Context: an optimization exercise on an open-source flow, tuned for small area. The choices shown serve that exercise and are no tape-out recipe.
Where RTL was checked, it was by simulation tests only, not by an equivalence proof against the original.
For runs 2 to 8, only the layout was checked, not whether the RTL still works.
Power is estimated from default activity; no workload was simulated.

**config.mk**
```make
export PLATFORM = sky130hd
export DESIGN_NAME = fir2n
export DESIGN_NICKNAME = fir2n
export VERILOG_FILES = /design/flow/design.v
export SDC_FILE = /design/flow/constraint.sdc
export NUM_CORES = 4
export LEC_CHECK = 0
export CAP_MARGIN = 20
export CORE_MARGIN = 2
export CORE_UTILIZATION = 40
export SLEW_MARGIN = 20
```
**constraint.sdc**
```tcl
create_clock -name core_clock -period 4.5 [get_ports {clk}]
set_input_delay 0.9000 -clock core_clock [delete_from_list [all_inputs] [get_ports {clk}]]
set_output_delay 0.9000 -clock core_clock [all_outputs]
set_load 0.01 [all_outputs]
```
**design.v**
```verilog
`timescale 1ns / 1ps
module clkdiv #(parameter N = 8, parameter LOG2_N = 3)(
    input clkin, reset,
    output reg clkout,
    output tick
    );
    reg [LOG2_N-1:0] div;
    assign tick = ~reset & ~clkout & (div == N-1);
    always@(posedge clkin)
    begin
    if (reset) begin div <= 0; clkout <= 1'b1; end
    else begin
        if(div == N-1)
        begin
            clkout <= ~clkout;
            div <= 0;
        end
        else begin clkout <= clkout; div <= div + 1; end
    end
    end
endmodule
`timescale 1ns / 1ps
module register #(parameter WIDTH_DATA = 8)(
    input [WIDTH_DATA-1:0] datain,
    input clk, enable, reset,
    output reg [WIDTH_DATA-1:0] dataout
    );   
    always@(posedge clk, posedge reset)
    begin
    if (reset)
        dataout <= 'b0;
    else 
        if (enable)
            dataout <= datain;
        else dataout <= dataout;
    end
endmodule
`timescale 1ns / 1ps
 module counter_up #(parameter LOG2_N_TAPS = 4)(
    input reset, clk,
    output reg [(LOG2_N_TAPS-1):0] counter
);
      always@(posedge clk)
      begin
      if (reset)
        counter <= 0;
      else
        counter <= (counter + 1);
      end
endmodule
`timescale 1ns / 1ps
module counter_down #(parameter LOG2_N_TAPS=8)(
    input reset, clk,
    output reg [(LOG2_N_TAPS-1):0] counter
);
  always@(posedge clk)
  begin
  if (reset)
    counter <= {LOG2_N_TAPS{1'b1}};
  else
    counter <= (counter - 1);
  end
endmodule
`timescale 1ns / 1ps
module asr #(parameter WIDTH_DATA = 8, parameter N_TAPS = 16, parameter LOG2_N_TAPS = 4)(
    input clk, reset,
    input [WIDTH_DATA-1:0] q,
    input [LOG2_N_TAPS-1:0] addr,
    input enable,
    output reg [WIDTH_DATA-1:0] dataout,
    output reg [WIDTH_DATA-1:0] en
    );
   reg [WIDTH_DATA-1:0] rom [N_TAPS-1:0];
   integer index;
   always@(posedge clk, posedge reset)
   begin
   if (reset)
        for(index = 0; index < N_TAPS; index = index + 1) rom[index] <= 0;
   else if (enable)
       begin
        rom[0] <= q;
        for(index = 1; index < N_TAPS; index = index + 1) rom[index] <= rom[index-1];
       end
   end
   always@(*) begin dataout = rom[addr]; en = rom[N_TAPS-1]; end
endmodule
`timescale 1ns / 1ps
module adder #(parameter WIDTH_DATA=8)(
    input clk, rst,
    input [WIDTH_DATA-1:0] sum1,
    input [WIDTH_DATA-1:0] sum2,
    output reg [WIDTH_DATA-1:0] res
    );
    always@(posedge clk) begin
        if(rst) res <= 0; 
        else res <= sum1 + sum2;
    end
endmodule
`timescale 1ns / 1ps
module rom #(parameter WIDTH_COEF0 = 8, parameter N_TAPS = 16, parameter LOG2_N_TAPS = 4)(
    input clk, reset,
    input [LOG2_N_TAPS-1:0] address,
    output reg [WIDTH_COEF0-1:0] data
    );
    reg [WIDTH_COEF0-1:0] rom [0:N_TAPS-1];
  always @(posedge clk) 
    begin
      if (reset)
          data <= 'b0;
      else 
          data <= rom[address];
      end
  initial begin
    $readmemb("rom.mem",rom);
  end
endmodule
`timescale 1ns / 1ps
module comparador #(parameter LOG2_N_TAPS = 4)(
    input [(LOG2_N_TAPS-1):0] datain,
    input clk, rst,
    output reg dataout
    );
    always@(posedge clk) begin
        if(rst) dataout <= 0;
        else begin 
		if (datain == 0) dataout <= 1;
        	else dataout <= 0; end
    end
endmodule
`timescale 1ns/1ns
module retardo #(parameter WIDTH = 8, parameter R = 2)(
    input [WIDTH - 1:0] datain,
    input clk, rst, enable,
    output reg [WIDTH - 1:0] dataout);
    integer i;
    reg [WIDTH-1:0] rf [R-1:0];
    always @(posedge clk)
    begin
    if (rst) 
	begin
        dataout <= 'b0;
        for(i = 0; i < R; i=i+1)
            rf[i] <= 0;
	end
    else 
        if (enable)
            begin
              rf[0] <= datain;
              for(i = 0; i < R-1; i = i+1) begin
                  rf[i+1] <= rf[i];
                  end
              dataout <= rf[R-1];
            end
        else dataout <= 0;
    end
endmodule
`timescale 1ns / 1ps
module mac #(parameter WIDTH_DATA = 8, parameter N_TAPS = 16, parameter WIDTH_MAC_OUT = 8, parameter WIDTH_COEF0 = 8)(
    input [WIDTH_DATA - 1:0] a,
    input [WIDTH_COEF0 - 1:0]b,
    input rst, reset, clk,
    output reg [WIDTH_MAC_OUT - 1:0] dataout);
    reg [WIDTH_MAC_OUT - 1:0] q;
    always@(*)begin
        q = dataout + a*b;
    end
    always@(posedge clk)
    begin
    if (rst)
        dataout <= 0;
    else if (reset)
        dataout <= a*b;
    else 
        dataout <= q;
    end
endmodule
`timescale 1ns / 1ps
module fir2n #(parameter WIDTH_DATA = 8, parameter N_TAPS = 16, parameter LOG2_N_TAPS = 4, parameter WIDTH_COEF0 = 8, parameter WIDTH_MAC_OUT = 8)(
    input clk, rst,
    input [WIDTH_DATA-1:0] din,
    output [WIDTH_MAC_OUT-1:0] dout
    );
    wire clkout;
    wire tick;
    wire [WIDTH_DATA-1:0] q;
    wire [WIDTH_DATA-1:0] a;
    wire [WIDTH_DATA-1:0] b;
    wire [(LOG2_N_TAPS-1):0] addr1;
    wire [(LOG2_N_TAPS-1):0] addr2;
    wire [WIDTH_DATA - 1:0] m1;
    wire [WIDTH_COEF0 - 1:0] m2;
    wire r2;
    wire r3;
    wire [WIDTH_MAC_OUT-1:0] q1;
    wire [WIDTH_MAC_OUT-1:0] qfinal;
    wire [WIDTH_DATA - 1:0] aux1;
    wire [WIDTH_DATA - 1:0] nada;
    clkdiv #(N_TAPS>>1,3) clk2(.clkin(clk),.clkout(clkout), .tick(tick), .reset(rst));
    register #(WIDTH_DATA) reg1(.datain(din), .dataout(q), .reset(rst) ,.clk(clk), .enable(tick));
    counter_up #(LOG2_N_TAPS) counterup(.reset(rst), .clk(clk), .counter(addr1));
    counter_down #(LOG2_N_TAPS) counterdown(.reset(rst), .clk(clk), .counter(addr2));
    asr #(WIDTH_DATA, N_TAPS, LOG2_N_TAPS) asr1(.q(q), .addr(addr1), .clk(clk), .reset(rst), .enable(tick), .dataout(a), .en(aux1));
    asr #(WIDTH_DATA, N_TAPS, LOG2_N_TAPS) asr2(.q(aux1), .addr(addr2), .clk(clk), .reset(rst), .enable(tick), .dataout(b), .en(nada));
    adder #(WIDTH_DATA) sumador(.sum1(a), .sum2(b), .clk(clk), .res(m1), .rst(rst));
    rom #(WIDTH_COEF0, N_TAPS, LOG2_N_TAPS) rom1(.clk(clk), .reset(rst), .address(addr1), .data(m2));
    comparador #(LOG2_N_TAPS) comp(.datain(addr1), .clk(clk), .dataout(r2), .rst(rst));
    retardo #(1, 15) ret2(.datain(r2), .dataout(r3), .clk(clk), .rst(rst), .enable(1'b1));
    mac #(WIDTH_DATA, N_TAPS, WIDTH_MAC_OUT, WIDTH_COEF0) mac1(.a(m1), .b(m2), .rst(rst), .reset(r3), .clk(clk), .dataout(q1));
    register #(WIDTH_DATA) reg2(.datain(q1), .dataout(qfinal), .reset(rst) ,.clk(clk), .enable(r3));
    register #(WIDTH_DATA) reg3(.datain(qfinal), .dataout(dout), .reset(rst) ,.clk(clk), .enable(tick));
endmodule
```
**rom.mem**
```
0000_0001
0000_0010
0000_0011
0000_0100
0000_0101
0000_0110
0000_0111
0000_1000
0000_1001
0000_1010
0000_1011
0000_1100
0000_1101
0000_1110
0000_1111
0001_0000
```
**run.sh**
```bash
#!/bin/bash
# synth_recipe.tcl (not shown) runs the flow's synth.tcl, then flattens the netlist and writes it again
# the make line also repeats each setting of config.mk as NAME=value (left out here)
make -C /OpenROAD-flow-scripts/flow DESIGN_CONFIG=/design/flow/config.mk WORK_HOME=/design/flow/orfs CLKGATE_MAP_FILE= SYNTH_SCRIPT=/design/flow/synth_recipe.tcl finish
```
==> results of run 1 <==
-- worst max-delay path: cells and delay by family, from the launching register on --
kind | cells | cell delay (ns)
AOI/OAI and AO/OA | 3 | 0.61
xor gates and xnor gates | 1 | 0.13
adders and majority gates | 6 | 2.36
buffers and inverters | 2 | 0.11
DFF | 1 | 0.34
and+or+nand+nor | 3 | 0.57
-- cells by family after synthesis --
logic type,count (synthesis),synth area share [%]
flip-flops,328,52.6
adder cells (fa/ha/maj),54,5.11
XOR/XNOR,23,1.56
buffers and inverters,111,3.27
AO/OA/AOI/OAI,186,8.93
multiplexers,295,22.3
AND/OR/NAND/NOR,194,6.20
-- routing by layer --
| layer | share of wire, % | vias to the layer above |
|---|---|---|
| li1 | - | 4359 |
| met1 | 48 | 4640 |
| met2 | 46 | 128 |
| met3 | 3.0 | 48 |
| met4 | 2.6 | 0 |
| met5 | 0 | - |
-- power by group through the flow --
stage / logic, mW / registers [mW] / clock network [mW]
global route: 0.532 / 3.02 / 3.25
global placement: 0.468 / 3.07 / 0
detailed placement: 0.472 / 3.07 / 0
finish: 0.466 / 3.02 / 3.03
CTS: 0.477 / 3.02 / 3.12
floorplan: 0.346 / 3.05 / 0
-- cell type report --
cell class                      instances  area [um^2]
Clock buffer                           54         1090
Clock inverter                         11          141
Inverter                               33          128
Sequential cell                       328         7970
Timing Repair Buffer                   48          423
Multi-Input combinational cell        752         6680
Tap cell                              511          639
Fill cell                            3460        20400
-- through the flow --
| stage | setup slack, ns | utilization (%) |
|---|---|---|
| after floorplan | -1.39 | - |
| after global placement | 0.363 | 42.2 |
| after detailed placement | 0.294 | 42.2 |
| after CTS | 0.284 | 45.5 |
| after global routing | 0.0237 | 45.5 |
| final | 0.304 | 45.5 |
-- final timing paths --
kind	start	to	cells past startpoint
max in group asynchronous	rst	asr2.rom[5][2]	3
min reg2reg	clk2.div[0]	clk2.div[0]	1
max	rom1.data[2]	mac1.dataout[7]	15
min	clk2.div[0]	clk2.div[0]	1
max reg2reg	rom1.data[2]	mac1.dataout[7]	15
min in group asynchronous	rst	asr2.rom[15][0]	2
-- cell usage in the layout (no fill, tap or decap), types with 13 or more instances in the layout --
cell             count
fa_1                13
ha_1                41
dfrtp_1            280
a221oi_1            16
nand2_1             54
clkdlybuf4s50_1     16
and2_1              23
mux2_1              21
clkbuf_16           38
a21oi_1             33
a22oi_1             27
a222oi_1            27
o21ai_0             20
nand3_1             27
inv_1               30
mux2_2             264
xnor2_1             13
dfxtp_1             47
nor2b_1             25
buf_4               29
nor2_1              41
a22o_1              14
-- state kept, by name, summed over array words and instances, names as in the netlist --
signal,flops
clk2.div,3
ret2.dataout,1
clk2.clkout,1
reg3.dataout,8
reg2.dataout,8
counterdown.counter,4
comp.dataout,1
ret2.rf,15
sumador.res,8
mac1.dataout,8
asr2.rom,128
asr1.rom,128
counterup.counter,4
reg1.dataout,8
rom1.data,3
==> results.sh, run 1 <==
export IMPL_synthesis_instances=1191
export IMPL_crit_fanout=6
export IMPL_via_per_inst=5.28
export IMPL_yosys_area_top_type="dfrtp_1"
export IMPL_ys_seq_elements=328
export IMPL_pin_count=18
export IMPL_post_cts_resized=0
export IMPL_worst_pin_slew_ns=0.932
export IMPL_switching_share_pct=23.2
export IMPL_grtUsageTotal_pct=15.5
export IMPL_synth_top_area_share_pct=46.3
export IMPL_gp_congestion=0.791
export IMPL_use_met3_pct=2.34
export IMPL_placed_cells=1672
export IMPL_ant_nets=0
export IMPL_fp_dieW_um=199
export IMPL_outcome="finished clean"
export IMPL_syn2layout_area_growth_pct=12.8
export IMPL_grt_remaining_overflow=0
export IMPL_via_count=9175
export IMPL_final_area_um2=17100
export IMPL_crit_required_ns=4.95
export IMPL_p_per_area_nw_per_um2=381
export IMPL_cpPeakStageDelay_ns=0.52
export IMPL_cap_violations=0
export IMPL_cp_cell_sequence="and2_1 > ha_1 > fa_1 > ha_1 > inv_1 > fa_1 > inv_1 > fa_1 > ha_1 > nand3_1 > o211ai_1 > o41ai_1 > xor2_1 > or3_1 > a21oi_1"
export IMPL_period_needed_ns=4.20
export IMPL_grt_pass1_vias=9383
export IMPL_worstSkewPairLatency_ns=0.53
export IMPL_grt_max_degree=130
export IMPL_ys_warn_count=12
export IMPL_dieArea_um2=39400
export IMPL_arrival_ns=4.65
export IMPL_ys_top_cells_by_count="280 x dfrtp_1, 264 x mux2_2, 54 x buf_2, 54 x nand2_1, 48 x dfxtp_1"
export IMPL_drc=0
export IMPL_antenna_found_initial=0
export IMPL_placed_area_um2=15800
export IMPL_holdWs_ns=0.428
export IMPL_drv_slew=0
export IMPL_numCtsBuffers=37
export IMPL_met1_usage_pct=21.9
export IMPL_synth_avg_cell_area_um2=12.7
export IMPL_antenna_cells=0
export IMPL_wl_per_cell_um=16.8
export IMPL_yosysSeqAreaShare_pct=52.6
export IMPL_p_int_mw=5.00
export IMPL_rsz0062_at_grt="no"
export IMPL_layout_drive_gt1_share_pct=29.8
export IMPL_switching_power_mw=1.51
export IMPL_power_frac_seq_pct=46.3
export IMPL_hold_class="flip-flop to flip-flop"
export IMPL_coreArea_um2=37500
export IMPL_grt_pass1_wl_um=49500
export IMPL_p_clk_share_pct=46.5
export IMPL_p_total_mw=6.51
export IMPL_synth_edff_count=0
export IMPL_fmax_mhz=238
export IMPL_critPathKind="flip-flop to flip-flop"
export IMPL_combPwrFrac_pct=7.2
export IMPL_path_clk_slew_ns=0.06
export IMPL_rows=71
export IMPL_h_tree_depth=2
export IMPL_synthArstFlopShare_pct=85.4
export IMPL_synth_distinct_cells=52
export IMPL_synth_area_um2=15100
export IMPL_worstSetupStartpointType="flip-flop"
export IMPL_relSlewSlack_pct=37.8
export IMPL_ctsLongestPathBuffers=3
export IMPL_syn_nets=1255
export IMPL_stdcell_count=1737
export IMPL_initial_utilization_pct=40.4
export IMPL_dr_pass1_iters=5
export IMPL_final_period_utilization_pct=93.2
export IMPL_setup_tns_final_ns=0
export IMPL_hold_buffers=0
export IMPL_power_leakage_nw=8.03
export IMPL_finalClockSkew_ns=0.0128
export IMPL_drt_iter0_markers=586
export IMPL_cp_slowest_cell="fa_1"
export IMPL_num_nets_final=1264
export IMPL_gr_max_usage_layer="met2"
export IMPL_die_y_um=199
export IMPL_hold_viol_final=0
export IMPL_drt_total_wl_um=29100
export IMPL_synthTopCellsByArea="dfrtp_1 46%, mux2_2 20%, dfxtp_1 6.3%"
export IMPL_hpwlAfterDp_um=18500
export IMPL_post_cts_buffers=0
export IMPL_placement_io_buffers=17
export IMPL_use_met2_pct=24.4
export IMPL_clockRootBuffer="clkbuf_16"
export IMPL_regToRegSetupSlack_ns=0.30
export IMPL_setup_viol=0
export IMPL_yosysMostFrequentCell="dfrtp_1"
export IMPL_cts_tree="yes"
export IMPL_peakVddDrop_v=0.000202
export IMPL_cts_num_sinks=328
export IMPL_endpoint_kind="flip-flop"
export IMPL_synthFlopType="dfrtp_1"
==> run 2: changes to the inputs <==
==> design.v (replaced) <==
`timescale 1ns / 1ps
module fir2n #(parameter WIDTH_DATA = 8, parameter N_TAPS = 16, parameter LOG2_N_TAPS = 4, parameter WIDTH_COEF0 = 8, parameter WIDTH_MAC_OUT = 8)(
    input clk, rst,
    input [WIDTH_DATA-1:0] din,
    output reg [WIDTH_MAC_OUT-1:0] dout
    );
    reg [4:0] cnt;           
    reg       flush;         
    wire [3:0] ph = cnt[3:0];
    always @(posedge clk) begin
        if (rst) begin
            cnt <= 5'd0;
            flush <= 1'b1;
        end else begin
            cnt <= cnt + 5'd1;
            if (cnt == 5'd30) flush <= 1'b0;
        end
    end
    reg [7:0] e0, e1;
    reg [7:0] l1 [0:16];
    reg [7:0] l2 [0:14];
    integer i;
    always @(posedge clk) begin
        if (ph == 4'd15) begin
            e0 <= din;
            e1 <= e0;
        end
        l1[0] <= flush ? 8'd0 : (ph == 4'd14 ? e1 : l1[16]);
        for (i = 1; i < 17; i = i + 1) l1[i] <= l1[i-1];
        l2[0] <= flush ? 8'd0 : (ph == 4'd13 ? l1[15] : l2[14]);
        for (i = 1; i < 15; i = i + 1) l2[i] <= l2[i-1];
    end
    reg [7:0] a, b;
    wire first = (ph == 4'd15);
    always @(posedge clk) begin
        a <= (first ? 8'd0 : a) + l1[0] + l2[0];
        b <= first ? 8'd0 : b - a;
    end
    always @(posedge clk) begin
        if (rst)
            dout <= 8'd0;
        else if (first)
            dout <= flush ? 8'd0 : {a[3:0] + b[7:4], b[3:0]};
    end
endmodule
--- a/config.mk
+++ b/config.mk
@@ -6,6 +6,7 @@
 export NUM_CORES = 4
 export LEC_CHECK = 0
+export ABC_AREA = 1
 export CAP_MARGIN = 20
 export CORE_MARGIN = 2
-export CORE_UTILIZATION = 40
+export CORE_UTILIZATION = 70
 export SLEW_MARGIN = 20
removed: rom.mem
==> results.sh, run 2 <==
export IMPL_outcome="finished clean"
export IMPL_clockRootBuffer="clkbuf_8"
export IMPL_p_total_mw=5.20
export IMPL_crit_fanout=26
export IMPL_peakVddDrop_v=0.000458
export IMPL_most_common_layout_cells="286 x dfxtp_1, 77 x nand2_1, 53 x inv_1"
export IMPL_hold_class="flip-flop to flip-flop"
export IMPL_synthArstFlopShare_pct=0
export IMPL_dr_pass1_iters=4
export IMPL_grt_max_degree=27
export IMPL_ys_seq_elements=302
export IMPL_met2_length_um=5370
export IMPL_ys_warn_count=3
export IMPL_regToRegSetupSlack_ns=1.41
export IMPL_min_delay_start="l1[2][5]"
export IMPL_pin_count=18
export IMPL_via_count=3736
export IMPL_placed_cells=724
export IMPL_post_cts_buffers=0
export IMPL_hold_buffers=0
export IMPL_yosys_area_top_type="dfxtp_1"
export IMPL_post_cts_resized=0
export IMPL_period_needed_ns=3.09
export IMPL_antenna_cells=0
export IMPL_via_per_inst=4.85
export IMPL_ys_top_cells_by_count="286 x dfxtp_1, 77 x nand2_1, 53 x inv_1"
export IMPL_die_y_um=110
export IMPL_h_tree_depth=1
export IMPL_fp_dieW_um=110
export IMPL_worstSkewPairLatency_ns=0.60
export IMPL_ctsLongestPathBuffers=3
export IMPL_cts_tree="yes"
export IMPL_drt_iter0_markers=164
export IMPL_final_period_utilization_pct=68.7
export IMPL_synth_avg_cell_area_um2=13.6
export IMPL_stdcell_count=771
export IMPL_cap_violations=0
export IMPL_fmax_mhz=324
export IMPL_synth_top_area_share_pct=73.0
export IMPL_largest_reg_flops=136
export IMPL_final_common_cell="dfxtp_1"
export IMPL_ant_nets=0
export IMPL_yosysMostFrequentCell="dfxtp_1"
export IMPL_layout_drive_gt1_share_pct=7.45
export IMPL_holdWs_ns=0.320
export IMPL_dieArea_um2=12100
export IMPL_placement_io_buffers=17
export IMPL_drv_slew=0
export IMPL_synthTopCellsByArea="dfxtp_1 73%, edfxtp_1 6.1%, nand2_1 3.7%"
export IMPL_numCtsBuffers=26
export IMPL_crit_start="cnt[2]"
export IMPL_synthFlopType="dfxtp_1"
export IMPL_antenna_found_initial=0
export IMPL_hold_path_endpoint="l1[3][5]"
export IMPL_num_nets_final=651
export IMPL_finalClockSkew_ns=0.0197
export IMPL_hold_depth=0
export IMPL_synth_area_um2=7850
export IMPL_multiInputGateArea_um2=1350
export IMPL_arrival_ns=3.57
export IMPL_path_clk_slew_ns=0.07
export IMPL_wl_per_cell_um=14.9
export IMPL_grt_pass1_wl_um=18900
export IMPL_yosysSeqAreaShare_pct=79.1
export IMPL_power_leakage_nw=3.72
export IMPL_critPathKind="flip-flop to flip-flop"
export IMPL_endpoint_kind="flip-flop"
export IMPL_highest_layer="met4"
export IMPL_largestRegisters="l1 x136, l2 x120"
export IMPL_setup_tns_final_ns=0
export IMPL_worstSetupStartpointType="flip-flop"
export IMPL_worst_pin_slew_ns=0.850
export IMPL_fillers=581
export IMPL_p_per_area_nw_per_um2=582
export IMPL_grt_pass1_vias=3845
export IMPL_syn_nets=617
export IMPL_rsz0062_at_grt="no"
export IMPL_reg2reg_depth=10
export IMPL_coreArea_um2=10900
export IMPL_drc=0
export IMPL_regArea_um2=6210
export IMPL_setup_viol=0
export IMPL_grt_remaining_overflow=0
export IMPL_cts_num_sinks=302
export IMPL_r2r_end="a[7]"
export IMPL_max_flop_register="l1"
export IMPL_hpwlAfterDp_um=6840
export IMPL_relSlewSlack_pct=43.2
export IMPL_gp_congestion=0.842
export IMPL_crit_required_ns=4.98
export IMPL_rows=38
export IMPL_drt_total_wl_um=11500
export IMPL_worstReg2RegStart="cnt[2]"
export IMPL_synthesis_instances=578
export IMPL_grtUsageTotal_pct=20.5
export IMPL_hold_viol_final=0
export IMPL_routed_wl_met3_um=454
export IMPL_synth_distinct_cells=29
export IMPL_drt_met1_wl_um=5370
export IMPL_syn2layout_area_growth_pct=13.8
export IMPL_initial_utilization_pct=72.1
export IMPL_synth_edff_count=16
==> run 2: changes by cell type in the layout (fill, tap and decap cells not counted), moves of 25 or more <==
cell / change
a222oi_1: -27
a22oi_1: -27
buf_4: -29
dfrtp_1: -280
dfxtp_1: +239
mux2_2: -264
nor2_1: -29
nor2b_1: -25
==> run 2: critical path, cell delays in order, from the launching register on <==
cell and delay [ns]:
dfxtp_1 0.82, nand3_4 0.48, nand2_1 0.16, inv_1 0.07, fa_1 0.43, ha_1 0.23
fa_1 0.42, nand4_1 0.11, nand3_1 0.09, nand3_1 0.08, nand2_1 0.06
==> run 2: area by class of cell <==
type	instances	area share (%)
inverters	53	2.23
clock buffers	38	7.75
well taps	140	1.96
clock inverters	9	1.54
multi-input cells	212	15.2
flip-flops and latches	302	69.5
repair buffers	17	1.90
==> run 2: power by group <==
part | switching, mW | leakage [nW] | total (mW) | internal [mW]
sequential | 0.0314 | 2.45 | 2.76 | 2.73
clock | 0.899 | 0.403 | 2.13 | 1.23
combinational | 0.182 | 0.869 | 0.306 | 0.125
==> run 2: how the worst max path moves through the flow <==
| stage | cells past startpoint | slack, ns | endpoint |
|---|---|---|---|
| after floorplan | 12 | 2.03 | a[7] |
| after global placement | 10 | 1.54 | a[7] |
| after detailed placement | 10 | 1.48 | a[7] |
| after CTS | 10 | 1.42 | a[7] |
| after global routing | 10 | 1.19 | a[7] |
| final | 10 | 1.41 | a[7] |
==> run 2: metal layers <==
layer  track usage [%]  vias to the layer above
li1                  -                     1899
met1              27.9                     1743
met2              33.6                       75
met3              3.50                       19
met4              7.05                        0
met5                 0                        -
==> run 2: logic make-up (layout without fill, tap and decap cells) <==
family,Yosys count,in the layout,synth area share [%]
DFF,302,302,79.1
adders and majority gates,29,29,5.58
buffers and inverters,64,117,3.67
and+or+nand+nor,132,132,7.97
AOI/OAI and AO/OA,44,44,2.92
xor gates and xnor gates,7,7,0.781
==> run 2: through the flow <==
step	util (%)	area (um^2)	worst slack, ns
2_1_floorplan	-	7850	2.03
3_3_place_gp	74.4	8100	1.54
3_5_place_dp	74.4	8100	1.48
4_1_cts	82.1	8930	1.42
5_1_grt	82.1	8930	1.19
6_report	82.1	8930	1.41
==> run 3: changes to the inputs <==
--- a/config.mk
+++ b/config.mk
@@ -6,7 +6,9 @@
 export NUM_CORES = 4
 export LEC_CHECK = 0
-export ABC_AREA = 1
 export CAP_MARGIN = 20
 export CORE_MARGIN = 2
 export CORE_UTILIZATION = 70
+export CTS_BUF_LIST = sky130_fd_sc_hd__clkbuf_4 sky130_fd_sc_hd__clkbuf_8
+export CTS_CLUSTER_DIAMETER = 40
+export CTS_CLUSTER_SIZE = 16
 export SLEW_MARGIN = 20
==> results.sh, run 3 <==
export IMPL_wl_per_cell_um=14.5
export IMPL_crit_required_ns=4.93
export IMPL_drc=0
export IMPL_synth_avg_cell_area_um2=14.9
export IMPL_crit_fanout=26
export IMPL_dpl_worst_slack_ns=0.878
export IMPL_worstSkewPairLatency_ns=0.54
export IMPL_drt_total_wl_um=10300
export IMPL_setup_tns_final_ns=0
export IMPL_post_cts_resized=0
export IMPL_synthFlopType="dfxtp_1"
export IMPL_fp_dieW_um=108
export IMPL_drt_met1_wl_um=5110
export IMPL_setup_viol=0
export IMPL_synth_area_um2=7610
export IMPL_cts_tree="yes"
export IMPL_synthTopCellsByArea="dfxtp_1 75%, edfxtp_1 6.3%, ha_1 3.1%"
export IMPL_num_nets_final=592
export IMPL_ys_seq_elements=302
export IMPL_regToRegSetupSlack_ns=0.88
export IMPL_yosys_area_top_type="dfxtp_1"
export IMPL_hold_viol_final=0
export IMPL_p_per_area_nw_per_um2=541
export IMPL_antenna_found_initial=0
export IMPL_most_common_layout_cells="286 x dfxtp_1, 31 x nand2_1, 30 x clkbuf_8"
export IMPL_syn_nets=551
export IMPL_ctsLongestPathBuffers=3
export IMPL_largest_reg_flops=136
export IMPL_pin_count=18
export IMPL_hold_class="flip-flop to flip-flop"
export IMPL_yosysSeqAreaShare_pct=81.5
export IMPL_p_clk_share_pct=33.7
export IMPL_cts_num_sinks=302
export IMPL_peakVddDrop_v=0.000417
export IMPL_placement_io_buffers=17
export IMPL_power_leakage_nw=3.48
export IMPL_grt_pass1_wl_um=17100
export IMPL_syn2layout_area_growth_pct=11.3
export IMPL_hold_buffers=0
export IMPL_path_clk_slew_ns=0.09
export IMPL_drv_slew=0
export IMPL_worstReg2RegStart="cnt[0]"
export IMPL_synth_top_area_share_pct=75.2
export IMPL_dr_pass1_iters=4
export IMPL_yosysMostFrequentCell="dfxtp_1"
export IMPL_synthArstFlopShare_pct=0
export IMPL_relSlewSlack_pct=29.4
export IMPL_switching_share_pct=22.8
export IMPL_fillers=647
export IMPL_ant_nets=0
export IMPL_rsz0062_at_grt="no"
export IMPL_worst_pin_slew_ns=1.06
export IMPL_final_period_utilization_pct=80.4
export IMPL_hold_depth=0
export IMPL_reg2reg_depth=12
export IMPL_fmax_mhz=276
export IMPL_grt_max_degree=27
export IMPL_combPwrFrac_pct=6.0
export IMPL_antenna_cells=0
export IMPL_power_frac_seq_pct=60.2
export IMPL_outcome="finished clean"
export IMPL_h_tree_depth=1
export IMPL_post_cts_buffers=0
export IMPL_initial_utilization_pct=70.8
export IMPL_rows=38
export IMPL_period_needed_ns=3.62
export IMPL_switching_power_mw=1.04
export IMPL_via_count=3410
export IMPL_grtUsageTotal_pct=19.1
export IMPL_cp_slowest_cell="fa_1"
export IMPL_clockRootBuffer="clkbuf_8"
export IMPL_synth_distinct_cells=35
export IMPL_coreArea_um2=10700
export IMPL_ys_warn_count=3
export IMPL_cap_violations=0
export IMPL_max_flop_register="l1"
export IMPL_grt_pass1_vias=3583
export IMPL_met2_length_um=4550
export IMPL_gp_congestion=0.773
export IMPL_critPathKind="flip-flop to flip-flop"
export IMPL_die_y_um=108
export IMPL_synth_edff_count=16
export IMPL_cp_cell_sequence="ha_1 > nand3_2 > inv_2 > nor2_1 > fa_1 > ha_1 > fa_1 > a21o_1 > a21oi_1 > o21bai_1 > a21oi_1 > xnor2_1"
export IMPL_dieArea_um2=11700
export IMPL_hpwlAfterDp_um=6510
export IMPL_final_common_cell="dfxtp_1"
export IMPL_cpPeakStageDelay_ns=0.45
export IMPL_r2r_end="a[7]"
export IMPL_drt_iter0_markers=103
export IMPL_synthesis_instances=512
export IMPL_ys_top_cells_by_count="286 x dfxtp_1, 31 x nand2_1, 29 x inv_1"
export IMPL_endpoint_kind="flip-flop"
export IMPL_min_delay_start="l2[11][5]"
export IMPL_setup_slack_ns=0.881
export IMPL_hold_path_endpoint="l2[12][5]"
export IMPL_finalClockSkew_ns=0.0179
export IMPL_arrival_ns=4.05
export IMPL_highest_layer="met4"
export IMPL_worstSetupStartpointType="flip-flop"
export IMPL_grt_remaining_overflow=0
export IMPL_via_per_inst=4.82
export IMPL_numCtsBuffers=28
export IMPL_routed_wl_met3_um=329
export IMPL_p_int_mw=3.54
export IMPL_layout_drive_gt1_share_pct=8.63
export IMPL_largestRegisters="l1 x136, l2 x120"
-- run 3: critical path, delay by kind of cell (launching register included) --
kind,cells,cell delay (ns)
flip-flops,1,0.41
XOR/XNOR,1,0.09
adder cells (fa/ha/maj),4,1.34
AND/OR/NAND/NOR,2,0.53
buffers and inverters,1,0.43
AO/OA/AOI/OAI,4,0.72
-- run 3: routing by layer --
layer  up-vias  GRT usage, %
li1       1715             -
met1      1621          27.1
met2        47          29.4
met3        27          3.92
met4         0          7.05
met5         -             0
-- run 3: how the worst max path moves through the flow --
stage / startpoint / to / slack (ns)
finish: cnt[0] / a[7] / 0.88
floorplan: cnt[0] / a[7] / 1.49
CTS: cnt[0] / a[7] / 0.87
global route: cnt[0] / a[7] / 0.61
detailed placement: cnt[0] / a[7] / 0.88
global placement: cnt[0] / a[7] / 1.09
-- run 3: power by group through the flow --
stage | logic (mW) | registers [mW] | clock network, mW
after detailed placement | 0.271 | 2.83 | 0
after CTS | 0.274 | 2.76 | 1.59
after global routing | 0.314 | 2.77 | 1.69
after floorplan | 0.218 | 2.82 | 0
after global placement | 0.259 | 2.82 | 0
final | 0.276 | 2.76 | 1.55
-- run 3: stage by stage --
| step | instance area, um^2 | power (mW) | hold WS, ns | util, % | std cells |
|---|---|---|---|---|---|
| floorplan | 7610 | 3.03 | 0.310 | - | 512 |
| global placement | 7930 | 3.08 | 0.310 | 73.8 | 663 |
| detailed placement | 7930 | 3.10 | 0.312 | 73.8 | 663 |
| CTS | 8470 | 4.62 | 0.325 | 78.9 | 708 |
| global route | 8470 | 4.77 | 0.325 | 78.9 | 708 |
| finish | 8470 | 4.58 | 0.323 | 78.9 | 708 |
-- run 3: cell families after synthesis --
kind of cell               Yosys count  synth area share (%)
DFF                                302                  81.5
and+or+nand+nor                     80                  4.64
AOI/OAI and AO/OA                   38                  3.02
buffers and inverters               37                  1.91
adders and majority gates           29                  5.75
xor gates and xnor gates            16                  1.84
muxes                               10                  1.31
-- run 3: area by class of cell --
cell class	instances	area, um^2	share of cell area (%)
multi-input cells	173	1260	14.9
clock inverters	12	106	1.25
flip-flops and latches	302	6210	73.2
inverters	30	113	1.33
well taps	140	175	2.07
repair buffers	18	178	2.10
clock buffers	33	435	5.14
==> run 4: changes to the inputs <==
--- a/config.mk
+++ b/config.mk
@@ -9,6 +9,6 @@
 export CORE_MARGIN = 2
 export CORE_UTILIZATION = 70
-export CTS_BUF_LIST = sky130_fd_sc_hd__clkbuf_4 sky130_fd_sc_hd__clkbuf_8
-export CTS_CLUSTER_DIAMETER = 40
-export CTS_CLUSTER_SIZE = 16
+export CTS_BUF_LIST = sky130_fd_sc_hd__clkbuf_8 sky130_fd_sc_hd__clkbuf_16
+export CTS_CLUSTER_DIAMETER = 50
+export CTS_CLUSTER_SIZE = 20
 export SLEW_MARGIN = 20
==> results.sh, run 4 <==
export IMPL_hold_class="flip-flop to flip-flop"
export IMPL_antenna_cells=0
export IMPL_synth_edff_count=16
export IMPL_grt_pass1_vias=3676
export IMPL_rows=38
export IMPL_relSlewSlack_pct=31.0
export IMPL_cap_violations=0
export IMPL_h_tree_depth=1
export IMPL_cts_num_sinks=302
export IMPL_synthArstFlopShare_pct=0
export IMPL_layout_drive_gt1_share_pct=5.09
export IMPL_worstSkewPairLatency_ns=0.55
export IMPL_synthesis_instances=512
export IMPL_max_flop_register="l1"
export IMPL_drv_slew=0
export IMPL_via_count=3445
export IMPL_syn2layout_area_growth_pct=10.7
export IMPL_most_common_layout_cells="286 x dfxtp_1, 33 x inv_1, 31 x nand2_1"
export IMPL_ctsLongestPathBuffers=3
export IMPL_hold_buffers=0
export IMPL_pin_count=18
export IMPL_period_needed_ns=3.68
export IMPL_wl_per_cell_um=16.6
export IMPL_outcome="finished clean"
export IMPL_dieArea_um2=11700
export IMPL_placed_area_um2=7930
export IMPL_drt_total_wl_um=11500
export IMPL_antenna_found_initial=0
export IMPL_crit_required_ns=4.92
export IMPL_path_clk_slew_ns=0.08
export IMPL_numCtsBuffers=19
export IMPL_arrival_ns=4.10
export IMPL_ys_seq_elements=302
export IMPL_final_common_cell="dfxtp_1"
export IMPL_endpoint_kind="flip-flop"
export IMPL_drt_iter0_markers=147
export IMPL_initial_utilization_pct=70.8
export IMPL_hpwlAfterDp_um=6510
export IMPL_via_per_inst=4.99
export IMPL_post_cts_resized=0
export IMPL_worstSetupStartpointType="flip-flop"
export IMPL_setup_slack_ns=0.824
export IMPL_yosysSeqAreaShare_pct=81.5
export IMPL_num_nets_final=583
export IMPL_yosys_area_top_type="dfxtp_1"
export IMPL_syn_nets=551
export IMPL_setup_viol=0
export IMPL_grtUsageTotal_pct=21.1
export IMPL_synth_distinct_cells=35
export IMPL_grt_max_degree=27
export IMPL_worst_pin_slew_ns=1.03
export IMPL_ys_top_cells_by_count="286 x dfxtp_1, 31 x nand2_1, 29 x inv_1"
export IMPL_final_period_utilization_pct=81.7
export IMPL_coreArea_um2=10700
export IMPL_synth_avg_cell_area_um2=14.9
export IMPL_cts_tree="yes"
export IMPL_grt_remaining_overflow=0
export IMPL_post_cts_buffers=0
export IMPL_gp_congestion=0.773
export IMPL_clockRootBuffer="clkbuf_8"
export IMPL_grt_pass1_wl_um=18700
export IMPL_critPathKind="flip-flop to flip-flop"
export IMPL_finalClockSkew_ns=0.0199
export IMPL_yosysMostFrequentCell="dfxtp_1"
export IMPL_dpl_worst_slack_ns=0.878
export IMPL_synthFlopType="dfxtp_1"
export IMPL_die_y_um=108
export IMPL_hold_viol_final=0
export IMPL_synthTopCellsByArea="dfxtp_1 75%, edfxtp_1 6.3%, ha_1 3.1%"
export IMPL_synth_area_um2=7610
export IMPL_crit_fanout=26
export IMPL_power_leakage_nw=3.46
export IMPL_ys_warn_count=3
export IMPL_fp_dieW_um=108
export IMPL_ant_nets=0
export IMPL_largest_reg_flops=136
export IMPL_setup_tns_final_ns=0
export IMPL_p_per_area_nw_per_um2=543
export IMPL_largestRegisters="l1 x136, l2 x120"
export IMPL_peakVddDrop_v=0.000432
export IMPL_rsz0062_at_grt="no"
export IMPL_drc=0
export IMPL_placement_io_buffers=17
export IMPL_dr_pass1_iters=4
export IMPL_fmax_mhz=272
export IMPL_synth_top_area_share_pct=75.2
export IMPL_final_area_um2=8430
[run 4: cell counts after synthesis]
Identical to the previous run, type by type.
[run 4: critical path, cell delays in order (launching register included)]
cell	delay, ns
dfxtp_1	0.42
ha_1	0.25
nand3_2	0.43
inv_2	0.42
nor2_1	0.11
fa_1	0.46
ha_1	0.24
fa_1	0.41
a21o_1	0.20
a21oi_1	0.23
o21bai_1	0.10
a21oi_1	0.19
xnor2_1	0.09
[run 4: path summary, 6_finish.rpt]
path	slack [ns]	from	endpoint	cells past startpoint
max	0.82	cnt[0]	a[7]	12
min	0.32	l1[13][2]	l1[14][2]	0
max reg2reg	0.82	cnt[0]	a[7]	12
min reg2reg	0.32	l1[13][2]	l1[14][2]	0
[run 4: area by class of cell]
cell class | count | area, um^2
clock inverters | 7 | 41.3
inverters | 30 | 113
well taps | 140 | 175
flip-flops and latches | 302 | 6210
clock buffers | 20 | 455
multi-input cells | 173 | 1260
fillers | 634 | 2320
repair buffers | 18 | 178
[run 4: per-layer routing]
metal / vias up / global-route usage (%) / share of wire, % / routed length [um]
li1: 1690 / - / - / -
met1: 1677 / 29.7 / 47 / 5420
met2: 55 / 34.3 / 47 / 5410
met3: 23 / 3.44 / 2.8 / 321
met4: 0 / 6.50 / 2.8 / 318
met5: - / 0 / 0 / 0
[run 4: kinds of logic (layout without fill, tap and decap cells)]
kind of cell | Yosys count | after routing | synth area share (%)
flip-flops | 302 | 302 | 81.5
AND/OR/NAND/NOR | 80 | 80 | 4.64
AO/OA/AOI/OAI | 38 | 38 | 3.02
buffers and inverters | 37 | 75 | 1.91
adder cells (fa/ha/maj) | 29 | 29 | 5.75
XOR/XNOR | 16 | 16 | 1.84
multiplexers | 10 | 10 | 1.31
[run 4: metrics by stage]
stage / hold WS [ns] / power (mW) / util (%) / std cells
after floorplan: 0.310 / 3.03 / - / 512
after global placement: 0.310 / 3.08 / 73.8 / 663
after detailed placement: 0.312 / 3.10 / 73.8 / 663
after CTS: 0.318 / 4.60 / 78.4 / 690
after global routing: 0.325 / 4.74 / 78.4 / 690
final: 0.317 / 4.58 / 78.4 / 690
[run 4: power breakdown]
part           switching, mW  internal, mW
registers             0.0286          2.73
logic                  0.145         0.133
clock network          0.812         0.724
total                  0.985          3.59
==> run 5: changes to the inputs <==
==> config.mk (replaced) <==
export PLATFORM = sky130hd
export DESIGN_NAME = fir2n
export DESIGN_NICKNAME = fir2n
export VERILOG_FILES = /design/flow/design.v
export SDC_FILE = /design/flow/constraint.sdc
export NUM_CORES = 4
export LEC_CHECK = 0
export CAP_MARGIN = 20
export CORE_MARGIN = 2
export CORE_UTILIZATION = 80
export CTS_BUF_LIST = sky130_fd_sc_hd__clkbuf_16
export CTS_CLUSTER_DIAMETER = 60
export CTS_CLUSTER_SIZE = 30
export SLEW_MARGIN = 20
==> results.sh, run 5 <==
export IMPL_grtUsageTotal_pct=38.1
export IMPL_clockRootBuffer="clkbuf_16"
export IMPL_syn2layout_area_growth_pct=9.70
export IMPL_hold_class="flip-flop to flip-flop"
export IMPL_drv_slew=0
export IMPL_endpoint_kind="flip-flop"
export IMPL_dieArea_um2=10300
export IMPL_gp_congestion=0.770
export IMPL_ant_nets=0
export IMPL_arrival_ns=4.51
export IMPL_final_common_cell="dfxtp_1"
export IMPL_synth_avg_cell_area_um2=14.9
export IMPL_finalClockSkew_ns=0.0256
export IMPL_cap_violations=0
export IMPL_via_count=4060
export IMPL_hold_path_endpoint="l2[9][3]"
export IMPL_cp_cell_sequence="ha_1 > nand3_2 > buf_4 > inv_2 > nor2_1 > fa_1 > ha_1 > fa_1 > a21o_1 > a21oi_1 > o21bai_1 > a21oi_1 > xnor2_1"
export IMPL_grt_pass1_vias=4425
export IMPL_relSlewSlack_pct=28.6
export IMPL_antenna_found_initial=1
export IMPL_num_nets_final=579
export IMPL_fp_dieW_um=102
export IMPL_crit_fanout=26
export IMPL_cpPeakStageDelay_ns=0.48
export IMPL_dpl_worst_slack_ns=1.03
export IMPL_yosys_area_top_type="dfxtp_1"
export IMPL_drt_iter0_markers=361
export IMPL_grt_max_degree=32
export IMPL_post_cts_resized=0
export IMPL_setup_viol=0
export IMPL_path_clk_slew_ns=0.12
export IMPL_critPathKind="flip-flop to flip-flop"
export IMPL_setup_slack_ns=0.392
export IMPL_final_period_utilization_pct=91.3
export IMPL_synth_distinct_cells=35
export IMPL_h_tree_depth=1
export IMPL_hpwlAfterDp_um=8480
export IMPL_cts_num_sinks=302
export IMPL_grt_remaining_overflow=0
export IMPL_ys_seq_elements=302
export IMPL_cts_tree="yes"
export IMPL_setup_tns_final_ns=0
export IMPL_worstSkewPairLatency_ns=0.50
export IMPL_ys_warn_count=3
export IMPL_rsz0062_at_grt="no"
export IMPL_pin_count=18
export IMPL_worstReg2RegStart="cnt[0]"
export IMPL_initial_utilization_pct=82.4
export IMPL_regToRegSetupSlack_ns=0.39
export IMPL_dr_pass1_iters=5
export IMPL_yosysMostFrequentCell="dfxtp_1"
export IMPL_hold_buffers=0
export IMPL_largestRegisters="l1 x136, l2 x120"
export IMPL_syn_nets=551
export IMPL_outcome="finished clean"
export IMPL_reg2reg_depth=13
export IMPL_wl_per_cell_um=27.8
export IMPL_stdcell_count=675
export IMPL_rows=35
export IMPL_via_per_inst=6.01
export IMPL_fmax_mhz=243
export IMPL_max_flop_register="l1"
export IMPL_placement_io_buffers=17
export IMPL_cp_slowest_cell="dfxtp_1"
export IMPL_path_delay_family="adder cells"
export IMPL_numCtsBuffers=14
export IMPL_grt_pass1_wl_um=27400
export IMPL_hold_depth=0
export IMPL_placed_cells=653
export IMPL_placed_area_um2=7930
export IMPL_final_area_um2=8350
export IMPL_r2r_end="a[7]"
export IMPL_largest_reg_flops=136
export IMPL_synth_area_um2=7610
export IMPL_hold_viol_final=0
export IMPL_worstSetupStartpointType="flip-flop"
export IMPL_ctsLongestPathBuffers=3
export IMPL_synth_edff_count=16
export IMPL_drc=0
export IMPL_synthFlopType="dfxtp_1"
export IMPL_peakVddDrop_v=0.000582
export IMPL_synth_top_area_share_pct=75.2
export IMPL_crit_required_ns=4.91
export IMPL_synthesis_instances=512
export IMPL_ys_top_cells_by_count="286 x dfxtp_1, 31 x nand2_1, 29 x inv_1"
export IMPL_worst_pin_slew_ns=1.07
export IMPL_power_leakage_nw=3.42
export IMPL_antenna_cells=0
export IMPL_synthTopCellsByArea="dfxtp_1 75%, edfxtp_1 6.3%, ha_1 3.1%"
export IMPL_synthArstFlopShare_pct=0
export IMPL_most_common_layout_cells="286 x dfxtp_1, 32 x inv_1, 31 x nand2_1"
export IMPL_post_cts_buffers=0
export IMPL_period_needed_ns=4.11
export IMPL_drt_total_wl_um=18800
export IMPL_p_per_area_nw_per_um2=556
export IMPL_min_delay_start="l2[8][3]"
export IMPL_coreArea_um2=9240
export IMPL_p_total_mw=4.65
export IMPL_die_y_um=102
export IMPL_crit_buf_inv=2
export IMPL_yosysSeqAreaShare_pct=81.5
export IMPL_layout_drive_gt1_share_pct=4.58
-- run 5: cell types whose count changed in the layout (fill, tap and decap cells not counted), sizes merged --
cell and change:
clkbuf -5, inv -3, clkinv +2, buf +1, clkinvlp +1
-- run 5: area by class of cell --
type	count	area [um^2]
clock buffer	15	375
clock inverter	7	48.8
fill	238	890
inverter	30	113
multi-input combinational	173	1260
sequential	302	6210
tap	129	161
timing repair buffer	19	185
-- run 5: kinds of logic (layout without fill, tap and decap cells) --
group | count (synthesis) | after routing | synth area share, %
fa+ha+maj | 29 | 29 | 5.75
flops | 302 | 302 | 81.5
simple gates | 80 | 80 | 4.64
xor+xnor | 16 | 16 | 1.84
compound gates | 38 | 38 | 3.02
buf+inv | 37 | 71 | 1.91
mux | 10 | 10 | 1.31
-- run 5: metrics by stage --
step	hold slack, ns	utilization, %
floorplan	0.310	-
global placement	0.310	85.8
detailed placement	0.312	85.8
CTS	0.332	90.4
global route	0.337	90.4
finish	0.332	90.4
-- run 5: per-layer routing --
metal / share of wire, % / up-vias / global-route usage [%]
met3: 7.4 / 122 / 7.94
met5: 0 / - / 0
met4: 7.4 / 0 / 23.3
li1: - / 1671 / -
met2: 51 / 309 / 67.5
met1: 34 / 1958 / 41.9
-- run 5: worst register-to-register path, cell delays in order, from the launching register on --
cell and delay [ns]:
dfxtp_1 0.48, ha_1 0.33, nand3_2 0.14, buf_4 0.28, inv_2 0.33, nor2_1 0.15
fa_1 0.48, ha_1 0.27, fa_1 0.44, a21o_1 0.21, a21oi_1 0.34, o21bai_1 0.12
a21oi_1 0.27, xnor2_1 0.19
-- run 5: how the worst max path moves through the flow --
stage / endpoint / startpoint / cells past startpoint / slack, ns
3_3_place_gp: a[7] / cnt[0] / 13 / 1.36
4_1_cts: a[7] / cnt[0] / 13 / 0.52
2_1_floorplan: a[7] / cnt[0] / 13 / 1.49
6_report: a[7] / cnt[0] / 13 / 0.39
5_1_grt: a[7] / cnt[0] / 13 / 0.37
3_5_place_dp: a[7] / cnt[0] / 13 / 1.03
-- run 5: power breakdown --
part	switching, mW	total (mW)	leakage [nW]	internal (mW)
logic	0.258	0.403	0.755	0.146
registers	0.0409	2.78	2.45	2.74
clock network	0.843	1.47	0.219	0.625
total	1.14	4.65	3.42	3.51
==> run 6: changes to the inputs <==
--- a/design.v
+++ b/design.v
@@ -14,5 +14,5 @@
         end else begin
             cnt <= cnt + 5'd1;
-            if (cnt == 5'd30) flush <= 1'b0;
+            if (cnt == 5'd31) flush <= 1'b0;
         end
     end
@@ -28,5 +28,5 @@
         l1[0] <= flush ? 8'd0 : (ph == 4'd14 ? e1 : l1[16]);
         for (i = 1; i < 17; i = i + 1) l1[i] <= l1[i-1];
-        l2[0] <= flush ? 8'd0 : (ph == 4'd13 ? l1[15] : l2[14]);
+        l2[0] <= (flush | ph == 4'd13) ? l1[15] : l2[14];
         for (i = 1; i < 15; i = i + 1) l2[i] <= l2[i-1];
     end
--- a/config.mk
+++ b/config.mk
@@ -8,7 +8,7 @@
 export CAP_MARGIN = 20
 export CORE_MARGIN = 2
-export CORE_UTILIZATION = 80
+export CORE_UTILIZATION = 70
 export CTS_BUF_LIST = sky130_fd_sc_hd__clkbuf_16
-export CTS_CLUSTER_DIAMETER = 60
-export CTS_CLUSTER_SIZE = 30
+export CTS_CLUSTER_DIAMETER = 50
+export CTS_CLUSTER_SIZE = 40
 export SLEW_MARGIN = 20
==> results.sh, run 6 <==
export IMPL_crit_required_ns=4.90
export IMPL_grt_max_degree=38
export IMPL_synthArstFlopShare_pct=0
export IMPL_yosysMostFrequentCell="dfxtp_1"
export IMPL_grt_pass1_vias=3512
export IMPL_setup_tns_final_ns=0
export IMPL_crit_fanout=11
export IMPL_clockRootBuffer="clkbuf_16"
export IMPL_endpoint_kind="flip-flop"
export IMPL_worstSkewPairLatency_ns=0.49
export IMPL_routed_wl_met3_um=262
export IMPL_synth_edff_count=16
export IMPL_met2_length_um=5370
export IMPL_synthesis_instances=495
export IMPL_fmax_mhz=311
export IMPL_placement_io_buffers=17
export IMPL_power_leakage_nw=3.52
export IMPL_gp_congestion=0.757
export IMPL_largest_reg_flops=136
export IMPL_antenna_found_initial=0
export IMPL_layout_drive_gt1_share_pct=7.69
export IMPL_reg2reg_depth=12
export IMPL_final_period_utilization_pct=71.4
export IMPL_finalClockSkew_ns=0.0234
export IMPL_synth_avg_cell_area_um2=15.4
export IMPL_crit_start="cnt[0]"
export IMPL_worstSetupStartpointType="flip-flop"
export IMPL_dr_pass1_iters=4
export IMPL_cts_tree="yes"
export IMPL_coreArea_um2=10700
export IMPL_pin_count=18
export IMPL_hold_path_endpoint="l1[13][7]"
export IMPL_numCtsBuffers=15
export IMPL_yosysSeqAreaShare_pct=81.5
export IMPL_worst_pin_slew_ns=0.846
export IMPL_ys_top_cells_by_count="286 x dfxtp_1, 31 x inv_1, 26 x nor2_1"
export IMPL_post_cts_buffers=0
export IMPL_grtUsageTotal_pct=20.7
export IMPL_relSlewSlack_pct=43.4
export IMPL_via_count=3274
export IMPL_post_cts_resized=0
export IMPL_p_per_area_nw_per_um2=550
export IMPL_arrival_ns=3.61
export IMPL_largestRegisters="l1 x136, l2 x120"
export IMPL_syn_nets=535
export IMPL_ant_nets=0
export IMPL_cts_num_sinks=302
export IMPL_drt_iter0_markers=131
export IMPL_worstReg2RegStart="cnt[0]"
export IMPL_rsz0062_at_grt="no"
export IMPL_period_needed_ns=3.21
export IMPL_yosys_area_top_type="dfxtp_1"
export IMPL_most_common_layout_cells="286 x dfxtp_1, 31 x inv_1, 26 x nor2_1"
export IMPL_ys_seq_elements=302
export IMPL_min_delay_start="l1[12][7]"
export IMPL_drv_slew=0
export IMPL_grt_pass1_wl_um=18200
export IMPL_hold_class="flip-flop to flip-flop"
export IMPL_syn2layout_area_growth_pct=11.6
export IMPL_wl_per_cell_um=16.5
export IMPL_final_common_cell="dfxtp_1"
export IMPL_hold_buffers=0
export IMPL_die_y_um=108
export IMPL_via_per_inst=4.86
export IMPL_drt_met1_wl_um=5310
export IMPL_ys_warn_count=3
export IMPL_rows=38
export IMPL_grt_remaining_overflow=0
export IMPL_setup_viol=0
export IMPL_path_clk_slew_ns=0.12
export IMPL_synth_area_um2=7620
export IMPL_synth_top_area_share_pct=75.2
export IMPL_outcome="finished clean"
export IMPL_r2r_end="a[7]"
export IMPL_ctsLongestPathBuffers=3
export IMPL_synthTopCellsByArea="dfxtp_1 75%, edfxtp_1 6.3%, ha_1 3.3%"
export IMPL_drc=0
export IMPL_initial_utilization_pct=70.9
export IMPL_drt_total_wl_um=11100
export IMPL_dieArea_um2=11700
export IMPL_peakVddDrop_v=0.000486
export IMPL_fp_dieW_um=108
export IMPL_hold_viol_final=0
export IMPL_setup_slack_ns=1.29
export IMPL_h_tree_depth=1
export IMPL_synthFlopType="dfxtp_1"
export IMPL_antenna_cells=0
export IMPL_regToRegSetupSlack_ns=1.29
export IMPL_cap_violations=0
export IMPL_hpwlAfterDp_um=6640
export IMPL_hold_depth=0
export IMPL_critPathKind="flip-flop to flip-flop"
export IMPL_max_flop_register="l1"
export IMPL_highest_layer="met4"
export IMPL_num_nets_final=564
export IMPL_synth_distinct_cells=35
export IMPL_dpl_worst_slack_ns=1.34
[run 6: worst max-delay path by stage]
stage	depth (start not counted)	slack, ns	end
floorplan	13	1.48	a[7]
global placement	12	1.48	a[7]
detailed placement	12	1.34	a[7]
CTS	12	1.30	a[7]
global route	12	1.11	a[7]
finish	12	1.29	a[7]
[run 6: worst max-delay path, stage by stage, from the launching register on]
cell and delay [ns]:
dfxtp_1 0.43, ha_1 0.25, nand3_2 0.09, inv_1 0.33, nor2_1 0.11, fa_1 0.46
ha_1 0.25, fa_1 0.41, a21o_1 0.19, a21oi_1 0.21, o21bai_1 0.09, a21oi_1 0.17
xnor2_1 0.13
[run 6: logic make-up (layout without fill, tap and decap cells)]
kind of cell	Yosys count	count (layout)	share of synthesized area (%)
adder cells (fa/ha/maj)	30	30	5.91
buffers and inverters	38	76	1.97
AND/OR/NAND/NOR	61	61	3.75
flip-flops	302	302	81.5
AO/OA/AOI/OAI	31	31	2.66
multiplexers	18	18	2.50
XOR/XNOR	15	15	1.72
[run 6: per-stage QoR]
step                total power [mW]  std cells  hold slack (ns)  instance area, um^2  util (%)
finish                          4.67        673            0.328                 8500      79.1
global route                    4.84        673            0.331                 8500      79.1
CTS                             4.70        673            0.329                 8500      79.1
detailed placement              3.10        647            0.312                 7940      73.9
global placement                3.09        647            0.311                 7940      73.9
floorplan                       3.04        495            0.310                 7620         -
[run 6: report_power, final]
group | total (mW) | internal (mW) | switching, mW
sequential | 2.76 | 2.74 | 0.0281
clock | 1.63 | 0.721 | 0.907
combinational | 0.280 | 0.135 | 0.145
total | 4.67 | 3.59 | 1.08
[run 6: cell type report]
cell class,count,area (um^2)
clock buffer,16,400
clock inverter,10,155
fill,597,2250
inverter,31,116
multi-input combinational,155,1260
sequential,302,6210
tap,140,175
timing repair buffer,19,185
[run 6: per-layer routing]
metal / vias to the layer above / global-route usage [%]
li1: 1642 / -
met1: 1587 / 28.6
met2: 30 / 35.2
met3: 15 / 3.19
met4: 0 / 4.49
met5: - / 0
==> run 7: changes to the inputs <==
--- a/config.mk
+++ b/config.mk
@@ -10,5 +10,5 @@
 export CORE_UTILIZATION = 70
 export CTS_BUF_LIST = sky130_fd_sc_hd__clkbuf_16
-export CTS_CLUSTER_DIAMETER = 50
-export CTS_CLUSTER_SIZE = 40
+export CTS_CLUSTER_DIAMETER = 60
+export CTS_CLUSTER_SIZE = 35
 export SLEW_MARGIN = 20
==> results.sh, run 7 <==
export IMPL_outcome="finished clean"
export IMPL_min_delay_start="l1[6][3]"
export IMPL_cts_num_sinks=302
export IMPL_ant_nets=0
export IMPL_drt_iter0_markers=137
export IMPL_largest_reg_flops=136
export IMPL_regToRegSetupSlack_ns=1.31
export IMPL_die_y_um=108
export IMPL_period_needed_ns=3.19
export IMPL_coreArea_um2=10700
export IMPL_worstSetupStartpointType="flip-flop"
export IMPL_synthTopCellsByArea="dfxtp_1 75%, edfxtp_1 6.3%, ha_1 3.3%"
export IMPL_cp_cell_sequence="ha_1 > nand3_2 > inv_1 > nor2_1 > fa_1 > ha_1 > fa_1 > a21o_1 > a21oi_1 > o21bai_1 > a21oi_1 > xnor2_1"
export IMPL_cp_slowest_cell="fa_1"
export IMPL_syn2layout_area_growth_pct=10.4
export IMPL_antenna_found_initial=0
export IMPL_synth_distinct_cells=35
export IMPL_wl_per_cell_um=16.8
export IMPL_endpoint_kind="flip-flop"
export IMPL_worst_pin_slew_ns=0.840
export IMPL_cts_tree="yes"
export IMPL_worstReg2RegStart="cnt[0]"
export IMPL_crit_required_ns=4.91
export IMPL_ys_seq_elements=302
export IMPL_post_cts_buffers=0
export IMPL_hold_viol_final=0
export IMPL_most_common_layout_cells="286 x dfxtp_1, 32 x inv_1, 26 x nor2_1"
export IMPL_max_flop_register="l1"
export IMPL_grt_remaining_overflow=0
export IMPL_antenna_cells=0
export IMPL_rows=38
export IMPL_synthFlopType="dfxtp_1"
export IMPL_yosys_area_top_type="dfxtp_1"
export IMPL_power_frac_seq_pct=61.1
export IMPL_syn_nets=535
export IMPL_via_count=3237
export IMPL_yosysMostFrequentCell="dfxtp_1"
export IMPL_hold_class="flip-flop to flip-flop"
export IMPL_via_per_inst=4.83
export IMPL_rsz0062_at_grt="no"
export IMPL_setup_tns_final_ns=0
export IMPL_synth_top_area_share_pct=75.2
export IMPL_fillers=615
export IMPL_power_leakage_nw=3.48
export IMPL_hold_buffers=0
export IMPL_synth_area_um2=7620
export IMPL_critPathKind="flip-flop to flip-flop"
export IMPL_layout_drive_gt1_share_pct=6.79
export IMPL_final_common_cell="dfxtp_1"
export IMPL_synth_avg_cell_area_um2=15.4
export IMPL_synth_edff_count=16
export IMPL_hold_depth=0
export IMPL_p_per_area_nw_per_um2=538
export IMPL_multiInputGateArea_um2=1260
export IMPL_hpwlAfterDp_um=6640
export IMPL_crit_fanout=11
export IMPL_pin_count=18
export IMPL_synthArstFlopShare_pct=0
export IMPL_setup_viol=0
export IMPL_fp_dieW_um=108
export IMPL_grt_max_degree=37
export IMPL_ys_top_cells_by_count="286 x dfxtp_1, 31 x inv_1, 26 x nor2_1"
export IMPL_largestRegisters="l1 x136, l2 x120"
export IMPL_synthesis_instances=495
export IMPL_arrival_ns=3.60
export IMPL_grt_pass1_wl_um=18300
export IMPL_dieArea_um2=11700
export IMPL_path_clk_slew_ns=0.11
export IMPL_combPwrFrac_pct=6.2
export IMPL_switching_power_mw=1.00
export IMPL_switching_share_pct=22.2
export IMPL_finalClockSkew_ns=0.0260
export IMPL_regArea_um2=6210
export IMPL_p_clk_share_pct=32.6
export IMPL_relSlewSlack_pct=43.8
export IMPL_cap_violations=0
export IMPL_p_total_mw=4.52
export IMPL_r2r_end="a[7]"
export IMPL_grtUsageTotal_pct=20.8
export IMPL_final_period_utilization_pct=70.8
export IMPL_drt_total_wl_um=11300
export IMPL_worstSkewPairLatency_ns=0.49
export IMPL_clockRootBuffer="clkbuf_16"
export IMPL_hold_path_endpoint="l1[7][3]"
export IMPL_peakVddDrop_v=0.000472
export IMPL_ys_warn_count=3
export IMPL_gp_congestion=0.757
export IMPL_p_int_mw=3.52
export IMPL_reg2reg_depth=12
export IMPL_drc=0
export IMPL_yosysSeqAreaShare_pct=81.5
export IMPL_drv_slew=0
export IMPL_ctsLongestPathBuffers=3
export IMPL_num_nets_final=563
export IMPL_grt_pass1_vias=3488
export IMPL_initial_utilization_pct=70.9
export IMPL_cpPeakStageDelay_ns=0.46
export IMPL_dr_pass1_iters=4
export IMPL_post_cts_resized=0
export IMPL_numCtsBuffers=14
export IMPL_h_tree_depth=1
export IMPL_placement_io_buffers=17
export IMPL_fmax_mhz=314
[run 7: cell counts after synthesis]
Identical to the previous run, type by type.
[run 7: kinds of logic after synthesis]
family	Yosys count	share of synthesized area, %
DFF	302	81.5
and+or+nand+nor	61	3.75
buffers and inverters	38	1.97
AOI/OAI and AO/OA	31	2.66
adders and majority gates	30	5.91
muxes	18	2.50
xor gates and xnor gates	15	1.72
[run 7: area by class of cell]
| class | count | area share (%) |
|---|---|---|
| inverter | 31 | 1.38 |
| multi-input combinational | 155 | 15.0 |
| clock buffer | 15 | 4.46 |
| sequential | 302 | 73.8 |
| tap | 140 | 2.08 |
| clock inverter | 8 | 1.10 |
| timing repair buffer | 19 | 2.20 |
[run 7: worst max-delay path, delay by kind of cell, from the launching register on]
kind / cells / cell delay [ns]
adders and majority gates: 4 / 1.34
DFF: 1 / 0.43
xor gates and xnor gates: 1 / 0.14
AOI/OAI and AO/OA: 4 / 0.68
buffers and inverters: 1 / 0.33
and+or+nand+nor: 2 / 0.20
[run 7: metal layers]
layer	share of wire [%]	vias to the layer above	GRT usage (%)
li1	-	1633	-
met4	1.7	0	4.40
met2	48	32	34.9
met5	0	-	0
met3	2.1	12	3.13
met1	48	1560	29.3
[run 7: through the flow]
step	hold WS, ns	util (%)	area [um^2]	std cells	setup slack, ns
after global routing	0.317	78.3	8410	670	1.08
final	0.315	78.3	8410	670	1.31
after detailed placement	0.312	73.9	7940	647	1.34
after CTS	0.321	78.3	8410	670	1.31
after global placement	0.311	73.9	7940	647	1.48
after floorplan	0.310	-	7620	495	1.48
[run 7: worst max-delay path by stage]
stage                      start    to  cells after the start
final                     cnt[0]  a[7]                     12
after global routing      cnt[0]  a[7]                     12
after CTS                 cnt[0]  a[7]                     12
after detailed placement  cnt[0]  a[7]                     12
after global placement    cnt[0]  a[7]                     12
after floorplan           cnt[0]  a[7]                     13
[run 7: power by group through the flow]
| stage | Sequential, mW | Combinational [mW] | Clock (mW) |
|---|---|---|---|
| floorplan | 2.82 | 0.222 | 0 |
| global placement | 2.82 | 0.263 | 0 |
| detailed placement | 2.83 | 0.279 | 0 |
| CTS | 2.76 | 0.283 | 1.50 |
| global route | 2.77 | 0.330 | 1.58 |
| finish | 2.76 | 0.282 | 1.47 |
==> run 8: changes to the inputs <==
==> flow/run.sh (new file) <==
#!/bin/bash
# Standard layout, with small port buffers and power (size) recovery.
bash standard.sh BUFFER_PORTS_ARGS="-buffer_cell sky130_fd_sc_hd__buf_1" RECOVER_POWER=100 finish > standard.log 2>&1
==> standard.sh (new file) <==
#!/bin/bash
# synth_recipe.tcl (not shown) runs the flow's synth.tcl, then flattens the netlist and writes it again
# the make line also repeats each setting of config.mk as NAME=value (left out here)
make -C /OpenROAD-flow-scripts/flow DESIGN_CONFIG=/design/flow/config.mk WORK_HOME=/design/flow/orfs CLKGATE_MAP_FILE= SYNTH_SCRIPT=/design/flow/synth_recipe.tcl "${@:-finish}"
removed: run.sh
==> results.sh, run 8 <==
export IMPL_max_flop_register="l1"
export IMPL_synth_area_um2=7620
export IMPL_switching_power_uw=959
export IMPL_relSlewSlack_pct=11.0
export IMPL_finalClockSkew_ns=0.0158
export IMPL_h_tree_depth=1
export IMPL_ys_seq_elements=302
export IMPL_setup_viol=0
export IMPL_cts_num_sinks=302
export IMPL_final_period_utilization_pct=69.9
export IMPL_syn2layout_area_growth_pct=7.90
export IMPL_ys_top_cells_by_count="286 x dfxtp_1, 31 x inv_1, 26 x nor2_1"
export IMPL_dr_pass1_iters=4
export IMPL_fillers=618
export IMPL_path_clk_slew_ns=0.12
export IMPL_outcome="finished clean"
export IMPL_synth_top_area_share_pct=75.2
export IMPL_final_common_cell="dfxtp_1"
export IMPL_arrival_ns=3.56
export IMPL_largest_reg_flops=136
export IMPL_cap_violations=0
export IMPL_drt_total_wl_um=10900
export IMPL_numCtsBuffers=13
export IMPL_largestRegisters="l1 x136, l2 x120"
export IMPL_syn_nets=535
export IMPL_post_cts_resized=0
export IMPL_hold_buffers=0
export IMPL_rows=38
export IMPL_worstSkewPairLatency_ns=0.48
export IMPL_ys_warn_count=3
export IMPL_combPwrFrac_pct=6.2
export IMPL_synthTopCellsByArea="dfxtp_1 75%, edfxtp_1 6.3%, ha_1 3.3%"
export IMPL_via_count=3235
export IMPL_fmax_mhz=318
export IMPL_ant_nets=0
export IMPL_clockRootBuffer="clkbuf_16"
export IMPL_holdWs_ns=0.329
export IMPL_yosys_area_top_type="dfxtp_1"
export IMPL_num_nets_final=562
export IMPL_power_frac_seq_pct=63.0
export IMPL_most_common_layout_cells="286 x dfxtp_1, 33 x inv_1, 26 x nor2_1"
export IMPL_grt_pass1_vias=3389
export IMPL_peakVddDrop_v=0.000408
export IMPL_synthFlopType="dfxtp_1"
export IMPL_yosysMostFrequentCell="dfxtp_1"
export IMPL_crit_fanout=26
export IMPL_antenna_found_initial=0
export IMPL_synth_avg_cell_area_um2=15.4
export IMPL_worst_pin_slew_ns=1.33
export IMPL_via_per_inst=4.85
export IMPL_antenna_cells=0
export IMPL_endpoint_kind="flip-flop"
export IMPL_hold_class="flip-flop to flip-flop"
export IMPL_synth_distinct_cells=35
export IMPL_placement_io_buffers=17
export IMPL_synth_edff_count=16
export IMPL_critPathKind="flip-flop to flip-flop"
export IMPL_crit_required_ns=4.91
export IMPL_grt_remaining_overflow=0
export IMPL_fp_dieW_um=108
export IMPL_wl_per_cell_um=16.4
export IMPL_pin_count=18
export IMPL_setup_tns_final_ns=0
export IMPL_synthArstFlopShare_pct=0
export IMPL_worstSetupStartpointType="flip-flop"
export IMPL_post_cts_buffers=0
export IMPL_layout_drive_gt1_share_pct=5.50
export IMPL_ctsLongestPathBuffers=3
export IMPL_p_clk_share_pct=30.8
export IMPL_cts_tree="yes"
export IMPL_drt_iter0_markers=153
## run 8: cell counts after synthesis
No cell type changed its count.
## run 8: area by class of cell
type,count,area (um^2),share of cell area (%)
clock buffer,13,325,3.96
clock inverter,7,71.3,0.868
inverter,31,116,1.42
multi-input combinational,155,1240,15.1
sequential,302,6210,75.5
tap,140,175,2.13
timing repair buffer,19,78.8,0.959
## run 8: cell families after synthesis
| kind of cell | share of synthesized area [%] |
|---|---|
| flops | 81.5 |
| simple gates | 3.75 |
| buf+inv | 1.97 |
| compound gates | 2.66 |
| fa+ha+maj | 5.91 |
| mux | 2.50 |
| xor+xnor | 1.72 |
## run 8: path summary, 6_finish.rpt
kind,start,end,slack (ns),depth (start not counted)
max,cnt[0],a[7],1.36,13
min,l2[9][6],l2[10][6],0.33,0
max reg2reg,cnt[0],a[7],1.36,13
min reg2reg,l2[9][6],l2[10][6],0.33,0
## run 8: power groups by stage
stage	Combinational, mW	Sequential (mW)	Clock [mW]
2_1_floorplan	0.222	2.82	0
3_3_place_gp	0.254	2.82	0
3_5_place_dp	0.269	2.83	0
4_1_cts	0.273	2.76	1.38
5_1_grt	0.316	2.77	1.48
6_report	0.271	2.76	1.35
## run 8: per-layer routing
layer,vias to the layer above,global-route usage [%],part of all wire [%]
li1,1619,-,-
met1,1554,28.1,47
met2,46,31.8,47
met3,16,4.04,3.9
met4,0,5.49,1.9
met5,-,0,0
## run 8: metrics by stage
step                std cells  total power [mW]  area [um^2]  util [%]  worst slack [ns]
finish                    667              4.38         8220      76.5              1.36
global route              667              4.56         8220      76.5              1.15
CTS                       667              4.42         8230      76.6              1.34
detailed placement        647              3.09         7840      72.9              1.33
global placement          647              3.08         7840      72.9              1.47
floorplan                 495              3.04         7620         -              1.48
## run 8: worst max-delay path, stage by stage (launching register included)
cell	delay (ns)
dfxtp_1	0.37
ha_1	0.25
nand3_2	0.08
buf_4	0.27
inv_1	0.11
nor2_1	0.15
fa_1	0.43
ha_1	0.23
fa_1	0.40
a21o_1	0.19
a21oi_1	0.22
o21bai_1	0.09
a21oi_1	0.17
xnor2_1	0.13

Setup slack of run 8, layout unchanged: 1.356 ns with ideal ports, 1.356 ns with driving cells assumed (clock clkbuf_16, inputs buf_2), 1.356 ns with port delays also shifted by the 0.506 ns mid clock arrival.
